From an optimization exercise on the open Yosys and OpenROAD flow, aimed at small area and a short achievable clock period; shortcuts taken in it are not production practice.
Function was not checked in any run shown here: the RTL went through the layout flow alone.
No activity file was given, so power comes from the tool's default toggle rates.

## flow/design.v (module list and top-level ports; edited modules follow where they fit)
// module wallace_multiplier_16bit: 1524 lines
// module mul_fa: 4 lines
// module mul_xor: 3 lines
// module mul_ha: 4 lines
// module mul_han: 4 lines
// module mul_xnor: 3 lines
// module mul_or: 3 lines
module wallace_multiplier_16bit(
    input  wire        clk,
    input  wire        rst,
    input  wire [15:0] multiplicand,
    input  wire [15:0] multiplier,
    output reg  [31:0] result
);
  // ...
==> flow/run.sh <==
#!/bin/bash
# synth_recipe.tcl (not shown) runs the flow's synth.tcl, then flattens the netlist and writes it again
# the make line also repeats each setting of config.mk as NAME=value (left out here)
make -C /OpenROAD-flow-scripts/flow DESIGN_CONFIG=/design/flow/config.mk WORK_HOME=/design/flow/orfs CLKGATE_MAP_FILE= SYNTH_SCRIPT=/design/flow/synth_recipe.tcl finish
==> flow/config.mk <==
export PLATFORM = sky130hd
export DESIGN_NAME = wallace_multiplier_16bit
export DESIGN_NICKNAME = wallace_multiplier_16bit
export VERILOG_FILES = /design/flow/design.v
export SDC_FILE = /design/flow/constraint.sdc
export NUM_CORES = 4
export LEC_CHECK = 0
export CAP_MARGIN = 20
export CORE_MARGIN = 2
export CORE_UTILIZATION = 60
export CTS_BUF_LIST = sky130_fd_sc_hd__clkbuf_4 sky130_fd_sc_hd__clkbuf_8
export CTS_CLUSTER_DIAMETER = 50
export CTS_CLUSTER_SIZE = 12
export SETUP_SLACK_MARGIN = 1.1
export SLEW_MARGIN = 20
export SYNTH_HIERARCHICAL = 1
export SYNTH_MINIMUM_KEEP_SIZE = 0
==> flow/constraint.sdc <==
create_clock -name core_clock -period 3.0 [get_ports {clk}]
set_input_delay 0.6000 -clock core_clock [delete_from_list [all_inputs] [get_ports {clk}]]
set_output_delay 0.6000 -clock core_clock [all_outputs]
set_load 0.01 [all_outputs]
==> impl_results.md, run 1 <==
* Fmax at 0.531 GHz
* Part of the power in combinational logic at 30.5%
* Synth Area in Adders at 31.2%
* Post-CTS Resized at 66
* Post-CTS Setup Repair Bufs at 1
* Clkbuf count at 50
* Non-clk buf share at 4.37%
* Met2 Usage GRT at 31.5%
* Seq/Total Area, Yosys at 49.8%
* Registers with the most flip-flops: result x32, vld x4
* Drt drc at 0
* Die height at 155 um
* Vias in the first global route at 7,708
* Met1 WL at 12.0 mm
* FFs w/ async S/R, synth at 10.9%
* XOR/XNOR Fraction of Synth Area at 4.24%
* Top Usage Layer GRT: met1
* Final WS setup at 1.12 ns
* Num sequential at 330
* Num CTS Buffers at 37
* Core area at 0.0224 mm^2
* Clock Tree Root: clkbuf_8
* Final wirelength at 24.4 mm
* PortBufs at 65
* Final Max Slew Viols at 0
* Combinational family with the most area after synthesis: adder cells
* Lkg Pwr at 6.11 nW
* Total Routing Usage GR at 22.1%
* Commonest cells in the synthesized netlist: dfxtp_1 (294), nand2_1 (260), fa_1 (193)
* CTS sink cnt at 330
* Power Internal at 9.38 mW
* Crit-path cells: fa_1 > fa_1 > fa_1
* Main synth FF type: dfxtp_1
* Outcome: finished clean
* Routing usage on met1 at 34.6%
* ClkCell Share at 4.85%
* CTS tree: built
* N_taps at 285
* Hold Startpoint: q1_multiplier_13
==> inputs of run 2 (changes only) <==
==> flow/flow/run.sh (new file) <==
#!/bin/bash
# Standard ORFS layout (the standard.sh) with two changes:
#  - plain buf_1 cells as the port buffers (buffer_ports picks delay cells by default);
#  - clock tree synthesis without dummy load cells.
set -euo pipefail
export BUFFER_PORTS_ARGS="-buffer_cell sky130_fd_sc_hd__buf_1"
export CTS_ARGS="-sink_clustering_enable -repair_clock_nets -dont_use_dummy_load -sink_clustering_size 12 -sink_clustering_max_diameter 50 -buf_list {sky130_fd_sc_hd__clkbuf_4 sky130_fd_sc_hd__clkbuf_8}"
bash standard.sh > standard_flow.log 2>&1
==> flow/standard.sh (new file) <==
#!/bin/bash
# synth_recipe.tcl (not shown) runs the flow's synth.tcl, then flattens the netlist and writes it again
# the make line also repeats each setting of config.mk as NAME=value (left out here)
make -C /OpenROAD-flow-scripts/flow DESIGN_CONFIG=/design/flow/config.mk WORK_HOME=/design/flow/orfs CLKGATE_MAP_FILE= SYNTH_SCRIPT=/design/flow/synth_recipe.tcl "${@:-finish}"
removed: flow/run.sh
==> impl_results.md, run 2 <==
* #FFs+latches synth at 330
* Clock Tree Root: clkbuf_8
* Flop pwr share at 49.9%
* Largest register FFs at 32
* Endpoints failing hold at 0
* Die width at 155 um
* Clock Tree Buf Depth at 3
* Synth Area per Inst at 12.8 um^2
* Initial antenna violation count at 0
* I/O Pins at 66
* Post-Route Utilization at 65.6%
* CP endpoint kind: flop
* Commonest cells in the synthesized netlist: dfxtp_1 (294), nand2_1 (260), fa_1 (193)
* Seq/Total Area, Yosys at 49.8% (unchanged)
* Largest net degree at the start of global routing at 37
* Final WS setup at 1.14 ns (+0.0286 ns)
* Lkg Pwr at 5.71 nW (-6.4%)
* Synth Warn # at 7
* CP required at 3.44 ns
* Max-cap viol count at 0
* Clk_skew at 0.0312 ns
* Reg2Reg Setup Slack at 1.14 ns
* Post-CTS Hold Buffers at 0
* Most common cell after layout, fill and taps aside: dfxtp_1
* Synth Instances at 1,060
* Final wirelength at 24.0 mm (-1.8%)
* PortBufs at 65 (unchanged)
* Clock Power Share at 18.7%
* Outcome: finished clean
* Routed WL per cell at 17.0 um
* Registers with the most flip-flops: result x32, vld x4
* Worst-path maximum fanout at 3
* Fmax at 0.539 GHz (+1.5%)
* Worst r2r src: q4_pp729
* Sw power at 4.11 mW
* Most frequent cells in the layout: dfxtp_1 (263), nand2_1 (260), fa_1 (191), buf_1 (65)
* First-pass GRT wire length at 40.1 mm
* Via count at 7,117
* Share of the synthesized area in the top cell type at 43.2%
* Final Max Slew Viols at 0 (unchanged)
* Tightest Pin Transition at 0.699 ns
* Multi-input logic area at 0.00665 mm^2
* Worst flop-to-flop path endpoint: result[28]
* Crit path from: q4_pp729
* RSZ-0062 raised after global routing: yes
* Pwr Density at 876 mW/mm^2
* Drt drc at 0 (unchanged)
* CTS tree: built
* Antenna cells at 0
* Post-synth top area cell: dfxtp_1
* Fill cells at 1,722
* Number of synthesized flops with an enable pin at 0
* Vias per cell at 5.05
* Net switching share of the total power at 31.9%
* Main synth FF type: dfxtp_1
* Num CTS Buffers at 36 (-2.7%)
* Fin crit period at 1.86 ns
* Initial DRC count at 343
* Antenna-violating nets left at 0
* Reg with most FFs: result
* Core area at 0.0224 mm^2 (unchanged)
* Part of the power in combinational logic at 31.4% (+0.9 points)
* TNS Setup at 0 ns
* CP startpoint kind: flop
* WP data arrival at 2.29 ns
* Critical Path End: result[28]
* Final period util at 61.9%
* Syn-to-layout area delta at 8.11%
* Ratio of cells with drive above 1 in the final layout at 7.47%
* Worst reg2reg path depth at 7
* Power Internal at 8.79 mW (-6.3%)
* Worst vdd ir at 0.000423 V
* Die height at 155 um (unchanged)
* Hold/Removal Path Class: primary input to async pin
* Cell Area, Synth at 0.0136 mm^2
* Nets at 1,384
* Total Routing Usage GR at 21.7% (-0.39 points)
* Crit path kind: flop to flop
* CTS sink cnt at 330 (unchanged)
* Synth unique cells at 34
* TritonRoute pass-1 iters at 4
* CTS H-tree depth at 2
* Final setup violating endpoints at 0
* FFs w/ async S/R, synth at 10.9% (unchanged)
* Place WS at 0.783 ns
* HPWL Detailed at 17.4 mm
* Grt total ovfl at 0
* Reg area at 0.00687 mm^2
* Synth top area cells: dfxtp_1 (43%), fa_1 (28%), nand2_1 (7.2%)
* Row count at 55
* Clock slew at reported path FFs at 0.08 ns
* Die area at 0.0239 mm^2
* Top-count cell post-synth: dfxtp_1
* Worst slew margin at 53.4%
* Worst-Skew Late Latency at 0.52 ns
* Vias in the first global route at 7,543 (-2.1%)
* Routability Congestion at 0.870
* Starting Density at 60.7%
## run 2: cell type report
type,count,share of cell area [%]
clock buffer,36,3.37
inverter,8,0.204
multi-input combinational,675,45.1
sequential,330,46.7
tap,285,2.42
timing repair buffer,75,2.19
## run 2: power groups by stage
stage                     logic, mW  clock network (mW)  registers, mW
after global routing           4.78                2.70           6.58
after global placement         3.96                   0           6.52
final                          4.05                2.41           6.44
after CTS                      4.09                2.52           6.46
after floorplan                2.88                   0           6.38
after detailed placement       4.04                   0           6.55
## run 2: cells by family after synthesis
| logic type | count (synthesis) | share of synthesized area, % |
|---|---|---|
| adder cells (fa/ha/maj) | 224 | 31.2 |
| AO/OA/AOI/OAI | 42 | 2.26 |
| other | 1 | 0.0275 |
| XOR/XNOR | 66 | 4.24 |
| AND/OR/NAND/NOR | 340 | 10.8 |
| buffers and inverters | 57 | 1.57 |
| flip-flops | 330 | 49.8 |
## run 2: how the worst min path moves through the flow
stage	start	end	slack, ns	cells past startpoint
finish	rst	result[6]	0.13	3
global route	multiplicand[2]	q1_multiplicand_2	0.13	1
CTS	rst	result[6]	0.12	3
detailed placement	q1_multiplier_14	q2_q1_multiplier_14	0.31	0
global placement	q1_multiplier_15	q2_q1_multiplier_15	0.31	0
floorplan	q1_multiplier_13	q2_q1_multiplier_13	0.31	0
## run 2: repair_timing
item / CTS / global route
pin swaps: 0 / 2
resized for setup: 32 / 24
setup endpoints to repair: 101 / 35
buffers inserted: 0 / 1
## run 2: per-module statistics from Yosys (local to each module, per instance), excerpt
module	cells	area (um^2)	flops+latches	copies in the design
wallace_multiplier_16bit	746	8700	330	1
mul_fa	1	20.0	0	193
mul_ha	1	12.5	0	21
mul_xnor	1	8.76	0	34
mul_xor	1	8.76	0	32
mul_or	1	6.26	0	34
## run 2: critical path, cell delays in order, from the launching register on
cell and delay [ns]:
dfxtp_1 0.34, and3_1 0.20, a22o_4 0.28, a22o_1 0.22, or2_4 0.25, a31o_1 0.23
xor2_1 0.16, nor2b_1 0.10
## run 2: metrics by stage
stage	instances	hold slack [ns]	instance area (um^2)	total power, mW
5_1_grt	1409	0.132	14700	14.1
3_3_place_gp	1372	0.310	14100	10.5
2_1_floorplan	1062	0.310	13600	9.26
6_report	1409	0.134	14700	12.9
4_1_cts	1408	0.122	14700	13.1
3_5_place_dp	1372	0.313	14100	10.6
## run 2: metal layers
metal | wire (um) | vias up | track usage [%]
met5 | 0 | - | 0
met1 | 12000 | 3488 | 33.8
met3 | 1810 | 37 | 4.48
met4 | 436 | 0 | 6.97
met2 | 9740 | 228 | 30.8
li1 | - | 3364 | -
==> inputs of run 3 (changes only) <==
==> flow/flow/run.sh (replaced) <==
#!/bin/bash
# Standard ORFS layout (the standard.sh) with two changes:
#  - plain buf_1 cells as the port buffers (buffer_ports picks delay cells by default);
#  - clock tree synthesis without dummy load cells.
set -euo pipefail
export BUFFER_PORTS_ARGS="-buffer_cell sky130_fd_sc_hd__buf_1"
export CTS_ARGS="-sink_clustering_enable -repair_clock_nets -dont_use_dummy_load -sink_clustering_size 16 -sink_clustering_max_diameter 60 -buf_list {sky130_fd_sc_hd__clkbuf_4 sky130_fd_sc_hd__clkbuf_8}"
bash standard.sh > standard_flow.log 2>&1
==> impl_results.md, run 3 <==
* Outcome: finished clean
* Final wirelength at 23.8 mm (-0.77%)
* CTS H-tree depth at 1 (-1)
* Wire length on met3 at 1.70 mm (-6.1%)
* RSZ-0062 raised after global routing: no
* Vias per cell at 5.08 (+0.65%)
* Clk_skew at 0.0493 ns (+0.0182 ns)
* CP startpoint kind: flop
* Largest register FFs at 32 (unchanged)
* Synth top area cells: dfxtp_1 (43%), fa_1 (28%), nand2_1 (7.2%)
* First-pass GRT wire length at 39.6 mm (-1.4%)
* #FFs+latches synth at 330 (unchanged)
* Worst slew margin at 53.7% (+0.28 points)
* Power Internal at 8.55 mW (-2.8%)
* Cell Area, Synth at 0.0136 mm^2 (unchanged)
* Hold/Removal Path Class: primary input to async pin
* Initial antenna violation count at 0 (unchanged)
* Number of synthesized flops with an enable pin at 0 (unchanged)
* Synth unique cells at 34 (unchanged)
* PortBufs at 65 (unchanged)
* Antenna-violating nets left at 0 (unchanged)
* Clock slew at reported path FFs at 0.10 ns (+0.02 ns)
* Synth Warn # at 7 (unchanged)
* Ratio of cells with drive above 1 in the final layout at 7.95% (+0.47 points)
* CP delay by family, top: adder cells
* Synth Instances at 1,060 (unchanged)
* Grt total ovfl at 0 (unchanged)
* Post-synth top area cell: dfxtp_1
* Most frequent cells in the layout: nand2_1 (260), dfxtp_1 (260), fa_1 (191), buf_1 (65), dfrtp_1 (36)
* WP depth at 3 (-4)
* Nets at 1,380 (-0.29%)
* Antenna cells at 0 (unchanged)
* CTS sink cnt at 330 (unchanged)
* Die height at 155 um (unchanged)
* Core area at 0.0224 mm^2 (unchanged)
* Via count at 7,143 (+0.37%)
* Worst vdd ir at 0.000395 V (-6.6%)
* Crit path top cell by count: fa_1
* TritonRoute pass-1 iters at 5 (+1)
* Reg2Reg Setup Slack at 1.13 ns (-0.02 ns)
* WP data arrival at 2.27 ns (-0.02 ns)
* Registers with the most flip-flops: result x32, vld x4
* Clock Tree Buf Depth at 3 (unchanged)
* Post-route design area at 0.0147 mm^2 (-0.10%)
* WL met2 at 9.56 mm (-1.9%)
* Synth Area per Inst at 12.8 um^2 (unchanged)
* Die width at 155 um (unchanged)
* Crit-path cells: fa_1 > fa_1 > fa_1
* Die area at 0.0239 mm^2 (unchanged)
* WHS at 0.0871 ns (-0.0468 ns)
* Syn-to-layout area delta at 8.00%
* Lkg Pwr at 5.69 nW (-0.45%)
* Crit path kind: flop to flop
* Net switching share of the total power at 32.4% (+0.48 points)
* CP required at 3.40 ns (-0.04 ns)
* Worst Path Buf+Inv at 0 (unchanged)
* HPWL Detailed at 17.4 mm (unchanged)
* Row count at 55 (unchanged)
* Seq/Total Area, Yosys at 49.8% (unchanged)
* Largest net degree at the start of global routing at 37 (unchanged)
* Main synth FF type: dfxtp_1
* Crit-path slowest cell: fa_1
* Clock Tree Root: clkbuf_8
* Reg with most FFs: result
* Tightest Pin Transition at 0.694 ns (-0.00413 ns)
* Worst-Skew Late Latency at 0.57 ns (+0.05 ns)
* Clock Power Share at 16.4% (-2.3 points)
* Part of the power in combinational logic at 32.6% (+1.2 points)
* CTS tree: built
* Starting Density at 60.7% (unchanged)
* Endpoints failing hold at 0 (unchanged)
* Worst reg2reg path depth at 3 (-4)
* Drt drc at 0 (unchanged)
* CP endpoint kind: flop
* Fin crit period at 1.87 ns (+0.0186 ns)
* Routability Congestion at 0.870 (unchanged)
* TNS Setup at 0 ns (unchanged)
* Max-cap viol count at 0 (unchanged)
* Final Max Slew Viols at 0 (unchanged)
* Num CTS Buffers at 27 (-25%)
* Initial DRC count at 371 (+8.2%)
* Top Layer Used: met4
* Met1 WL at 12.1 mm (+0.51%)
* I/O Pins at 66 (unchanged)
* Top-count cell post-synth: dfxtp_1
* Worst-path maximum fanout at 1 (-2)
* Routed WL per cell at 17.0 um (-0.49%)
* Post-placement cell area at 0.0141 mm^2 (unchanged)
* Fmax at 0.534 GHz (-0.99%)
* Sw power at 4.09 mW (-0.60%)
* Vias in the first global route at 7,484 (-0.78%)
* Final setup violating endpoints at 0 (unchanged)
* Commonest cells in the synthesized netlist: dfxtp_1 (294), nand2_1 (260), fa_1 (193)
* Pwr Density at 859 mW/mm^2 (-2.0%)
* FFs w/ async S/R, synth at 10.9% (unchanged)
* Flop pwr share at 51.0% (+1.1 points)
* Fill cells at 1,720 (-0.12%)
* Total Routing Usage GR at 21.3% (-0.43 points)
* Max stage delay on crit path at 0.51 ns (+0.17 ns)
* Share of the synthesized area in the top cell type at 43.2% (unchanged)
* Final period util at 62.5% (+0.62 points)
## run 3: repair_timing
action / in CTS / in global routing
gates resized for setup: 34 / 37
setup buffers: 0 / 6
hold buffers: 0 / 0
cloned: 0 / 0
pin swaps: 0 / 5
setup endpoints to repair: 99 / 35
## run 3: cell type report
| class | instances | area [um^2] | share of cell area (%) |
|---|---|---|---|
| inverter | 8 | 30.0 | 0.204 |
| tap | 285 | 357 | 2.42 |
| clock buffer | 27 | 372 | 2.53 |
| sequential | 330 | 6890 | 46.8 |
| multi-input combinational | 675 | 6690 | 45.5 |
| timing repair buffer | 80 | 369 | 2.51 |
## run 3: Yosys stat by module (local to each module, per instance), a selection
| module | times used | cells inside | cell area, um^2 | flops+latches |
|---|---|---|---|---|
| mul_xor | 32 | 1 | 8.76 | 0 |
| wallace_multiplier_16bit | 1 | 746 | 8700 | 330 |
| mul_xnor | 34 | 1 | 8.76 | 0 |
| mul_fa | 193 | 1 | 20.0 | 0 |
| mul_ha | 21 | 1 | 12.5 | 0 |
| mul_or | 34 | 1 | 6.26 | 0 |
## run 3: metal layers
layer  vias up  GRT usage (%)
met4         0           5.47
met5         -              0
met3        48           4.09
met2       247           30.3
met1      3499           33.8
li1       3349              -
## run 3: final timing paths
check / start / end
setup reg to reg: q2_s266 / q3_s617
max in group asynchronous: rst / result[15]
hold reg to reg: q3_r472_1 / q4_q3_r472_1
hold / removal: rst / result[17]
min in group core_clock: multiplier[13] / q1_multiplier_13
setup / recovery: q2_s266 / q3_s617
## run 3: cells by family after synthesis
family | share of synthesized area (%)
xor gates and xnor gates | 4.24
AOI/OAI and AO/OA | 2.26
and+or+nand+nor | 10.8
other | 0.0275
DFF | 49.8
buffers and inverters | 1.57
adders and majority gates | 31.2
## run 3: power groups by stage
stage	clock network, mW	registers [mW]	logic [mW]
global placement	0	6.52	3.96
finish	2.07	6.44	4.12
detailed placement	0	6.55	4.04
floorplan	0	6.38	2.88
global route	2.33	6.59	4.83
CTS	2.17	6.45	4.06
## run 3: per-stage QoR
stage	power (mW)	instances	util, %	setup slack, ns
CTS	12.7	1399	64.8	1.06
global placement	10.5	1372	62.9	0.801
finish	12.6	1405	65.6	1.13
detailed placement	10.6	1372	62.9	0.783
global route	13.7	1405	65.6	1.10
floorplan	9.26	1062	-	1.06
## run 3: worst register-to-register path, stage by stage, from the launching register on
cell	delay (ns)
dfxtp_1	0.33
fa_1	0.43
fa_1	0.51
fa_1	0.45
==> inputs of run 4 (changes only) <==
==> flow/flow/run.sh (replaced) <==
#!/bin/bash
# Standard ORFS layout (the standard.sh) with two changes:
#  - plain buf_1 cells as the port buffers (buffer_ports picks delay cells by default);
#  - clock tree synthesis without dummy load cells.
set -euo pipefail
export BUFFER_PORTS_ARGS="-buffer_cell sky130_fd_sc_hd__buf_1"
export CTS_ARGS="-sink_clustering_enable -repair_clock_nets -dont_use_dummy_load -sink_clustering_size 10 -sink_clustering_max_diameter 40 -buf_list {sky130_fd_sc_hd__clkbuf_4}"
bash standard.sh > standard_flow.log 2>&1
==> impl_results.md, run 4 <==
* Final wirelength at 24.0 mm (+0.63%)
* Die area at 0.0239 mm^2 (unchanged)
* Synth Area per Inst at 12.8 um^2 (unchanged)
* Worst-Skew Late Latency at 0.64 ns (+0.07 ns)
* Seq/Total Area, Yosys at 49.8% (unchanged)
* Syn-to-layout area delta at 7.55%
* Top-count cell post-synth: dfxtp_1
* Main synth FF type: dfxtp_1
* Hold/Removal Path Class: primary input to flop
* FFs w/ async S/R, synth at 10.9% (unchanged)
* Cell Area, Synth at 0.0136 mm^2 (unchanged)
* Drt drc at 0 (unchanged)
* Tightest Pin Transition at 0.696 ns (+0.00139 ns)
* Worst slew margin at 53.6% (-0.092 points)
* Starting Density at 60.7% (unchanged)
* Reg with most FFs: result
* Registers with the most flip-flops: result x32, vld x4
* Vias in the first global route at 7,635 (+2.0%)
* RSZ-0062 raised after global routing: yes
* CP required at 3.48 ns (+0.08 ns)
* Share of the synthesized area in the top cell type at 43.2% (unchanged)
* Number of synthesized flops with an enable pin at 0 (unchanged)
* Crit-path slowest cell: dfxtp_2
* Synth top area cells: dfxtp_1 (43%), fa_1 (28%), nand2_1 (7.2%)
* Clk_skew at 0.0455 ns (-0.00381 ns)
* Core area at 0.0224 mm^2 (unchanged)
* Fin crit period at 1.89 ns (+0.0131 ns)
* CP endpoint kind: flop
* Crit-path cells: nand2_1 > fa_1 > fa_1
* Worst flop-to-flop path endpoint: q2_s368
* Crit path from: q1_multiplier_4
* HPWL Detailed at 17.4 mm (unchanged)
* I/O Pins at 66 (unchanged)
* Max-cap viol count at 0 (unchanged)
* Ratio of cells with drive above 1 in the final layout at 9.15% (+1.2 points)
* Clock Tree Buf Depth at 3 (unchanged)
* Commonest cells in the synthesized netlist: dfxtp_1 (294), nand2_1 (260), fa_1 (193)
* Total Routing Usage GR at 21.6% (+0.35 points)
* Initial DRC count at 335 (-9.7%)
* Initial antenna violation count at 1 (+1)
* CTS tree: built
* TNS Setup at 0 ns (unchanged)
* CTS H-tree depth at 2 (+1)
* Critical Path End: q2_s368
* Post-route design area at 0.0146 mm^2 (-0.42%)
* Post-synthesis simple-gate area fraction at 10.8% (unchanged)
* Top Usage Layer GRT: met1
* Final setup violating endpoints at 0 (unchanged)
* Synth Instances at 1,060 (unchanged)
* Pwr Density at 854 mW/mm^2 (-0.61%)
* Endpoints failing hold at 0 (unchanged)
* Num CTS Buffers at 44 (+63%)
* Row count at 55 (unchanged)
* Final Non-Filler Cells at 1,423 (+1.3%)
* First-pass GRT wire length at 40.0 mm (+1.0%)
* Synth Warn # at 7 (unchanged)
* Lkg Pwr at 5.68 nW (about the same)
* Routed WL per cell at 16.8 um (-0.64%)
* WHS at 0.0426 ns (-0.0445 ns)
* Die height at 155 um (unchanged)
* Reg2Reg Setup Slack at 1.11 ns (about the same)
* Mux share of post-synthesis cell area at 0% (unchanged)
* Routing usage on met1 at 33.2% (-0.65 points)
* Grt total ovfl at 0 (unchanged)
* Fill cells at 1,736 (+0.93%)
* Nets at 1,397 (+1.2%)
* Clock Tree Root: clkbuf_4
* Largest net degree at the start of global routing at 37 (unchanged)
* TritonRoute pass-1 iters at 4 (-1)
* Synth Area in Adders at 31.2% (unchanged)
* Max stage delay on crit path at 0.60 ns (+0.09 ns)
* Antenna-violating nets left at 0 (unchanged)
* Worst-path maximum fanout at 16 (+15)
* CP delay by family, top: adder cells
* Worst r2r src: q1_multiplier_4
* Crit path kind: flop to flop
* Worst vdd ir at 0.000388 V (-1.8%)
* WP depth at 3 (unchanged)
* Die width at 155 um (unchanged)
* CP startpoint kind: flop
* #FFs+latches synth at 330 (unchanged)
* Vias per cell at 5.08 (-0.10%)
* Worst Path Buf+Inv at 0 (unchanged)
* Post-synth top area cell: dfxtp_1
* Routability Congestion at 0.870 (unchanged)
* Met3 usage at 4.90% (+0.81 points)
* Met2 Usage GRT at 31.0% (+0.62 points)
* Multi-input logic area at 0.00669 mm^2 (about the same)
* Crit path top cell by count: fa_1
* Via count at 7,227 (+1.2%)
* Dpl cells at 1,372 (unchanged)
* Fmax at 0.530 GHz (-0.69%)
* Clock slew at reported path FFs at 0.10 ns (about the same)
* Final period util at 62.9% (+0.44 points)
* PortBufs at 65 (unchanged)
* Synth unique cells at 34 (unchanged)
* XOR/XNOR Fraction of Synth Area at 4.24% (unchanged)
* Largest register FFs at 32 (unchanged)
* Reg area at 0.00687 mm^2 (-0.29%)
* WP data arrival at 2.36 ns (+0.09 ns)
* Synth Area in Compound Gates at 2.26% (unchanged)
* Final Max Slew Viols at 0 (unchanged)
* Total power at 12.5 mW (-1.0%)
* CTS sink cnt at 330 (unchanged)
* Worst reg2reg path depth at 3 (unchanged)
* Most frequent cells in the layout: nand2_1 (260), dfxtp_1 (260), fa_1 (190), buf_1 (65), clkbuf_4 (44)
* Outcome: finished clean
* Post-placement cell area at 0.0141 mm^2 (unchanged)
* Combinational family with the most area after synthesis: adder cells
-- run 4: changes by cell type in the layout (fill, tap and decap cells not counted), moves of 2 or more --
cell	change
buf_4	-2
clkbuf_4	+44
clkbuf_8	-27
dfxtp_2	+8
dfxtp_4	-8
dlygate4sd3_1	+3
-- run 4: worst min path at each step --
stage / depth (start not counted) / start / to
floorplan: 0 / q1_multiplier_13 / q2_q1_multiplier_13
global placement: 0 / q1_multiplier_15 / q2_q1_multiplier_15
detailed placement: 0 / q1_multiplier_14 / q2_q1_multiplier_14
CTS: 1 / multiplicand[5] / q1_multiplicand_5
global route: 1 / multiplier[8] / q1_multiplier_8
finish: 1 / multiplicand[5] / q1_multiplicand_5
-- run 4: layer usage --
layer	wire, um	part of all wire (%)
met1	11900	50
met2	9760	41
met3	1770	7.4
met4	523	2.2
met5	0	0
-- run 4: worst reg2reg max path, delay by kind of cell, from the launching register on --
family / cells / cell delay, ns
adders and majority gates: 2 / 1.00
DFF: 1 / 0.60
and+or+nand+nor: 1 / 0.15
-- run 4: cell type report --
class                           count  area share, %
Antenna cell                        1         0.0171
Clock buffer                       44           2.26
Inverter                            8          0.205
Multi-Input combinational cell    675           45.7
Sequential cell                   330           46.9
Tap cell                          285           2.43
Timing Repair Buffer               80           2.49
-- run 4: through the flow --
| step | util [%] | setup WS (ns) |
|---|---|---|
| floorplan | - | 1.06 |
| finish | 65.3 | 1.11 |
| global placement | 62.9 | 0.801 |
| CTS | 64.7 | 1.06 |
| global route | 65.3 | 1.05 |
| detailed placement | 62.9 | 0.783 |
-- run 4: what timing repair did --
item                                   in CTS  in global routing
pin swaps                                   2                  6
gates resized for setup                    33                 31
setup buffers                               0                  3
setup endpoints to repair                  95                 33
hold buffers                                3                  0
endpoints found under the hold margin      38                  0
-- run 4: kinds of logic (layout without fill, tap and decap cells) --
family,Yosys count,count (layout)
flops,330,330
buf+inv,57,132
fa+ha+maj,224,224
simple gates,340,340
xor+xnor,66,66
other cells,1,4
compound gates,42,42
-- run 4: report_power, final --
part           leakage [nW]  switching (mW)  total (mW)  internal, mW
Sequential             2.93           0.748        6.45          5.70
Combinational          2.55            2.05        4.10          2.05
Clock                 0.202            1.28        1.95         0.676
Total                  5.68            4.08        12.5          8.43
-- run 4: modules after synthesis (local to each module, per instance), excerpt --
module | area, um^2 | flops+latches | times used | cells
mul_or | 6.26 | 0 | 34 | 1
wallace_multiplier_16bit | 8700 | 330 | 1 | 746
mul_fa | 20.0 | 0 | 193 | 1
mul_xor | 8.76 | 0 | 32 | 1
mul_ha | 12.5 | 0 | 21 | 1
mul_xnor | 8.76 | 0 | 34 | 1

==> port drivers added, routing unchanged <==
The results above use ideal ports. As a check the final layouts listed here were re-extracted and re-timed, cells and wires unchanged.
Step 1 (the two cells are an assumption about what drives the block):
set clk [get_ports {clk}]
set_driving_cell -lib_cell sky130_fd_sc_hd__clkbuf_16 $clk
set_driving_cell -lib_cell sky130_fd_sc_hd__buf_2 [delete_from_list [all_inputs] $clk]
Step 2, shift: input delay + t, output delay - t, t = (earliest + latest rising clock arrival at the registers) / 2. This alone moves slack from input paths to output paths.
Slacks: ideal ports / drivers / drivers and shift; pairs: ideal ports / drivers.
run	t (ns)	setup WS [ns]	slew at the worst register clock pin (ns)
run 1	0.569	1.116 / 1.116 / 1.116	0.08 / 0.08
run 2	0.549	1.144 / 1.144 / 1.144	0.08 / 0.08
run 3	0.589	1.126 / 1.126 / 1.126	0.10 / 0.10
run 4	0.660	1.113 / 1.113 / 1.113	0.11 / 0.11
After both steps setup and hold are still met in every run listed.
